What follows belongs to an exercise in optimizing a design on an open flow for small area; a production flow would make more cautious choices.
In this exercise RTL edits were held to simulation tests only and were not proved equivalent to the original.

==> design/flow/config.mk <==
export PLATFORM = sky130hd
export DESIGN_NAME = txnum
export DESIGN_NICKNAME = txnum
export VERILOG_FILES = /design/flow/design.v
export SDC_FILE = /design/flow/constraint.sdc
export NUM_CORES = 4
export LEC_CHECK = 0
export CAP_MARGIN = 20
export CORE_MARGIN = 2
export CORE_UTILIZATION = 40
export SLEW_MARGIN = 20
==> design/flow/constraint.sdc <==
create_clock -name core_clock -period 14.0 [get_ports {i_clk}]
set_input_delay 2.8000 -clock core_clock [delete_from_list [all_inputs] [get_ports {i_clk}]]
set_output_delay 2.8000 -clock core_clock [all_outputs]
set_load 0.01 [all_outputs]
==> design/flow/design.v <==
module clockdiv #(
    parameter           I_CLK_FRQ = 100_000_000,
    parameter           FREQUENCY = 1  
) (
    input wire          i_rst,
    input wire          i_clk,
    output reg          o_clk
);
    localparam integer  divider = I_CLK_FRQ / FREQUENCY;
    localparam integer  width   = $clog2(divider);
    reg [width-1:0]     counter;
    always @( posedge i_clk ) begin
        if ( i_rst ) begin
            counter <= 0;
            o_clk <= 0;
        end else if ( counter == divider - 1 ) begin
            counter <= 0;
            o_clk <= 1;
        end else begin
            counter <= counter + 1;
            o_clk <= 0;
        end
    end
endmodule
module uarttx #(
    parameter I_CLK_FRQ = 100_000_000,
    parameter [20:0] BAUD = 9600,
    parameter [0:0] PARITY = 0,
    parameter [3:0] FRAME = 8,
    parameter [1:0] STOP = 1
) (
    input wire i_clk,
    input wire i_en,
    input wire i_rst,
    input wire [FRAME-1:0] i_data,
    output reg o_tx,
    output wire o_busy
);
    localparam integer FRAMESIZE = FRAME - 1;
    localparam integer PACKETSIZE = FRAMESIZE + 1 + PARITY + STOP;
    wire baud_enable;
    clockdiv #(
        .I_CLK_FRQ(I_CLK_FRQ),
        .FREQUENCY(BAUD)
    ) baud_clock (
        .i_rst(i_rst),
        .i_clk(i_clk),
        .o_clk(baud_enable)
    );
    reg [$clog2(PACKETSIZE)-1:0] bit_idx;
    reg [FRAMESIZE:0] frame;
    wire [PACKETSIZE:0] packet;
    wire parity = ^frame;
    wire [STOP-1:0] stop = {STOP{1'b1}};
    assign packet = PARITY ? {stop, parity, frame, 1'b0} : {stop, frame, 1'b0};
    localparam [1:0] IDLE = 'b01;
    localparam [1:0] SEND = 'b10;
    reg [1:0] state;
    assign o_busy = state != IDLE;
    always @ ( posedge i_clk ) begin
        if ( i_rst ) begin
            state <= IDLE;
            frame <= 0;
            bit_idx <= 0;
            o_tx <= 1;
        end else begin
            case ( state )
            IDLE: begin
                o_tx <= 1;
                if ( i_en ) begin
                    state <= SEND;
                    frame <= i_data;
                    bit_idx <= 0;
                end
            end
            SEND: begin
                if ( baud_enable ) begin
                    if ( bit_idx == PACKETSIZE ) begin
                        state <= IDLE;
                    end
                    o_tx <= packet[bit_idx];
                    bit_idx <= bit_idx + 1;
                end else begin
                    o_tx <= o_tx;
                end
            end
            endcase
        end
    end
endmodule
module txnum #(
    parameter               I_CLK_FRQ = 96_000,
    parameter [20:0]        BAUD = 9600,
    parameter [0:0]         PARITY = 0,
    parameter [1:0]         STOP = 1,
    parameter [4:0]         RADIX = 10,
    parameter               SIZE = 32,
    parameter [4:0]         DIGITS = 0
) (
    input                   i_clk,
    input                   i_rst,
    input                   i_en,
    input signed [SIZE-1:0] i_data,
    output wire             o_tx,
    output wire             o_busy
);
    localparam IDLE = 'b001;
    localparam CALC = 'b010;
    localparam SEND = 'b100;
    reg [2:0] state;
    assign o_busy = state != IDLE;
    reg signed [SIZE-1:0] data;
    reg f_negative;
    reg [4:0] idx, padding;
    reg uart_en;
    wire uart_busy, uart_ready;
    assign uart_ready = ~uart_busy;
    reg [7:0] char [0:63];
    reg [7:0] current_char;
    integer i;
    uarttx #(
        .I_CLK_FRQ(I_CLK_FRQ),
        .BAUD(BAUD),
        .PARITY(PARITY),
        .FRAME(8),
        .STOP(STOP)
    ) uart_tx_driver (
        .i_clk(i_clk),
        .i_rst(i_rst),
        .i_en(uart_en),
        .i_data(current_char),
        .o_tx(o_tx),
        .o_busy(uart_busy)
    );
    always @ ( posedge i_clk ) begin
        uart_en <= 0;
        if ( i_rst ) begin
            state <= IDLE;
            data <= 0;
            for ( i = 0; i < 64; i = i + 1 ) begin
                char[i] = "0";
            end
            char[DIGITS] = "\n";
            idx <= 0;
            current_char <= 0;
            padding <= 0;
            f_negative <= 0;
        end else
        case ( state )
            IDLE: begin
                if ( i_en ) begin
                    data <= i_data < 0 ? i_data * -1 : i_data;
                    f_negative <= i_data < 0;
                    idx <= 0;
                    state <= CALC;
                end
            end
            CALC: begin
                if ( data > 0 ) begin
                    if ( !( RADIX == 2 || RADIX == 10 || RADIX == 16 ) )
                        char[idx] <= "?";
                    else case ( data % RADIX )
                        0:      char[idx] <= "0";
                        1:      char[idx] <= "1";
                        2:      char[idx] <= "2";
                        3:      char[idx] <= "3";
                        4:      char[idx] <= "4";
                        5:      char[idx] <= "5";
                        6:      char[idx] <= "6";
                        7:      char[idx] <= "7";
                        8:      char[idx] <= "8";
                        9:      char[idx] <= "9";
                        10:     char[idx] <= "A";
                        11:     char[idx] <= "B";
                        12:     char[idx] <= "C";
                        13:     char[idx] <= "D";
                        14:     char[idx] <= "E";
                        15:     char[idx] <= "F";
                        default:char[idx] <= "?";
                    endcase
                    idx <= idx + 1;
                    data <= data / RADIX;
                end else if ( idx < DIGITS ) begin
                    padding <= DIGITS - idx;
                end else begin
                    char[idx] = "\n";
                    idx <= 0;
                    current_char <= f_negative ? "-" : " ";
                    uart_en <= 1;
                    state <= SEND;
                end
            end
            SEND: begin
                if ( uart_ready && !uart_en ) begin
                    uart_en <= 1;
                    if ( padding > 0 ) begin
                        current_char <= "0";
                        padding <= padding - 1;
                    end else begin
                        current_char <= char[idx];
                        if ( char[idx] == "\n" ) begin
                            state <= IDLE;
                        end else begin
                            idx <= idx + 1;
                        end
                    end
                end
            end
        endcase
    end
endmodule
==> design/flow/run.sh <==
#!/bin/bash
# synth_recipe.tcl (not shown) runs the flow's synth.tcl, then flattens the netlist and writes it again
# the make line also repeats each setting of config.mk as NAME=value (left out here)
make -C /OpenROAD-flow-scripts/flow DESIGN_CONFIG=/design/flow/config.mk WORK_HOME=/design/flow/orfs CLKGATE_MAP_FILE= SYNTH_SCRIPT=/design/flow/synth_recipe.tcl finish
==> results.txt <==
state kept, by name, summed over array words and instances (netlist names):
register                           cells
uart_tx_driver.o_tx                    1
f_negative                             1
uart_tx_driver.state                   2
padding                                5
uart_en                                1
uart_tx_driver.bit_idx                 4
uart_tx_driver.baud_clock.counter      4
uart_tx_driver.baud_clock.o_clk        1
char                                 192
data                                  32
state                                  3
current_char                           7
uart_tx_driver.frame                   7
idx                                    5
final timing paths:
path	end	slack, ns	depth (start not counted)
setup / recovery	char[18][6]	0.75	41
hold / removal	char[7][0]	0.45	2
setup reg to reg	char[18][6]	0.75	41
hold reg to reg	char[7][0]	0.45	2
metrics by stage:
stage                     hold slack (ns)  worst slack (ns)  std cells  utilization
after global routing                0.478           -0.0164       3017        0.451
after global placement              0.435             0.478       2959        0.425
after floorplan                     0.425              2.59       2441            -
after detailed placement            0.444             0.220       2959        0.425
final                               0.454             0.748       3017        0.451
after CTS                           0.454             0.173       3011        0.448
placed cells by master (no fill, tap or decap), types with 43 or more instances in the layout:
cell      instances
a21oi_1         151
a221oi_1         43
a22oi_1          61
buf_4            55
dfxtp_1         260
inv_1           119
mux2i_1          62
nand2_1         210
nand3_1          62
nor2_1          302
nor3_1           56
o21ai_0         115
o21ai_1          59
o32ai_1          49
kinds of logic (layout without fill, tap and decap cells):
logic type,count (synthesis),after routing
AOI/OAI and AO/OA,837,837
xor gates and xnor gates,56,56
adders and majority gates,19,19
buffers and inverters,295,270
DFF,265,265
muxes,74,74
and+or+nand+nor,895,896
layout make-up:
| cell class | count | area share |
|---|---|---|
| clock buffer | 37 | 0.0397 |
| clock inverter | 15 | 0.0105 |
| inverter | 124 | 0.0226 |
| timing repair buffer | 94 | 0.0407 |
| tap | 600 | 0.0365 |
| sequential | 265 | 0.258 |
| multi-input combinational | 1882 | 0.592 |
critical path: cells and delay by family, from the launching register on:
kind            cells  cell delay [ns]
mux                 3             1.06
simple gates       19             6.11
compound gates     16             4.57
flops               1             0.57
buf+inv             1             0.14
fa+ha+maj           2             0.71
routing by layer:
metal	vias to the layer above	track usage	routed length, um
met5	-	0	0
met4	0	0.0646	1620
met3	118	0.0439	4990
met2	800	0.406	28600
met1	9208	0.376	29800
li1	9064	-	-
what timing repair did:
action,CTS,global route
buffers inserted,0,5
hold buffers,0,0
resized for setup,0,23
endpoints found under the setup margin,0,192
==> summary.txt <==
Synth
  • Most instantiated library cell after synthesis: nor2_1
  • Top cell type by total area after synthesis: dfxtp_1
  • Synth area leaders: dfxtp_1 29%, nor2_1 6.2%, nand2_1 4.3%
  • Synth Area in Adders: 0.0126
  • Simple-gate share of the synthesized area: 0.238
  • Mux contribution to synthesized area: 0.0434
  • Post-synthesis instance total: 2441
  • Register area share after synthesis: 0.286
  • Ys Warns: 4
  • Top cell types by occurrence after synthesis: 305 x nor2_1, 265 x dfxtp_1, 210 x nand2_1
  • Number of synthesized flops with an enable pin: 0
  • Cell area after synthesis: 0.0185 mm^2
  • Yosys reg bits: 265
  • Main combinational cell family by area after synthesis: compound AO/OA/AOI/OAI gates
  • Compound-cell area share of the yosys netlist: 0.327
  • Synth top area share: 0.286
  • Post-Synth XOR/XNOR Area: 0.0273
  • Average size of a mapped cell: 7.60 um^2
  • Syn Nets: 2493
  • Synth cell types: 123
  • Async S/R FF share, synth: 0
  • Most used DFF post-synth: dfxtp_1

Clock network
  • CTS tree: done
  • CTS max path bufs: 3
  • CTS Buf Count: 29
  • H-tree levels: 1
  • Reg clk slew, reported paths: 0.07 ns
  • Worst-Skew Late Latency: 0.58 ns
  • Clock Sinks: 265
  • CTS root buf: clkbuf_16

Detailed routing
  • Via density: 6.36
  • Post-DR wirelength/cell: 21.6 um
  • DR pass1 iterations: 6
  • DRT Wirelength: 65.1 mm
  • Iteration-0 DRC Markers: 2137
  • Final ANT Viol Nets: 0
  • Drc violations: 0
  • Via count of the routed design: 19200

Global route
  • Vias in the first global route: 17700
  • Initial antenna violation count: 0
  • First-pass GRT wire length: 101 mm
  • Grt ovf: 0
  • GRT Overall Usage: 0.262
  • Largest net degree at the start of global routing: 99

STA
  • Worst slew margin: 0.287
  • Final period util: 0.947
  • Worst Max-Slew Pin Slew: 1.07 ns
  • Clock Skew: 0.0158 ns
  • Final hold vios: 0
  • Final setup fails: 0
  • Tmin final: 13.25 ns
  • Achievable clock frequency: 75.5 MHz
  • Final Slew Violations: 0
  • Total Neg Setup Slack: 0 ns

Place
  • IO Port Bufs: 36
  • Placed cell area: 0.0194 mm^2
  • GPL Wtd Cong: 0.932
  • Hpwl dp: 45.4 mm

Floorplanning
  • Die area: 0.0481 mm^2
  • Die Wd: 219 um
  • Row Count: 78
  • Io pins: 37
  • Initial core utilization: 0.407
  • Die outline height: 219 um
  • CORE AREA: 0.0456 mm^2

Finish
  • Layout cells sized above 1: 0.101
  • Final net count: 2448
  • Register area: 0.00532 mm^2
  • Diodes inserted: 0
  • Fillcell total: 4516
  • Post-route cell area: 0.0206 mm^2
  • Synthesis-to-layout area growth: 10.9%
  • Multi-input gate area: 0.0122 mm^2

Worst hold path
  • Hold Crit Start: char[7][0]
  • Worst hold path class: register to register

Critical path
  • Worst flop-to-flop path startpoint: data[27]
  • Slowest stage cell, crit path: or4_4
  • Maximum fanout along the worst path: 21
  • CP required: 14.50 ns
  • Kind of critical path: register to register
  • Setup crit end kind: register
  • CP peak stage delay: 0.72 ns
  • Critical Path AT: 13.75 ns
  • Setup crit start: data[27]
  • CP startpoint kind: register

Status
  • Outcome: finished clean

Flow run
  • Max Cap Viol: 0

==> re-timing with driven ports <==
Ports are ideal in the flow. The routed layout listed here was re-timed in OpenROAD. Step 1 sets driving cells, clkbuf_16 on the clock port and buf_2 on the other inputs (assumed; they add their load-dependent delay and slew). Step 2 times the ports against the registers' clock, not the clock port: input delays grow and output delays shrink by t, the midpoint of the rising clock arrivals with the driver on. Slacks: ideal ports / drivers / drivers and shift; pairs: ideal ports / drivers.
t (ns): 0.629
setup slack, ns: 0.748 / 0.748 / 0.748
clock arrival spread, ns: 0.017 / 0.017
After both steps setup and hold are still met in this run. The setup slack of this run moves by 0.000 ns with the drivers and by 0.000 ns with both steps.
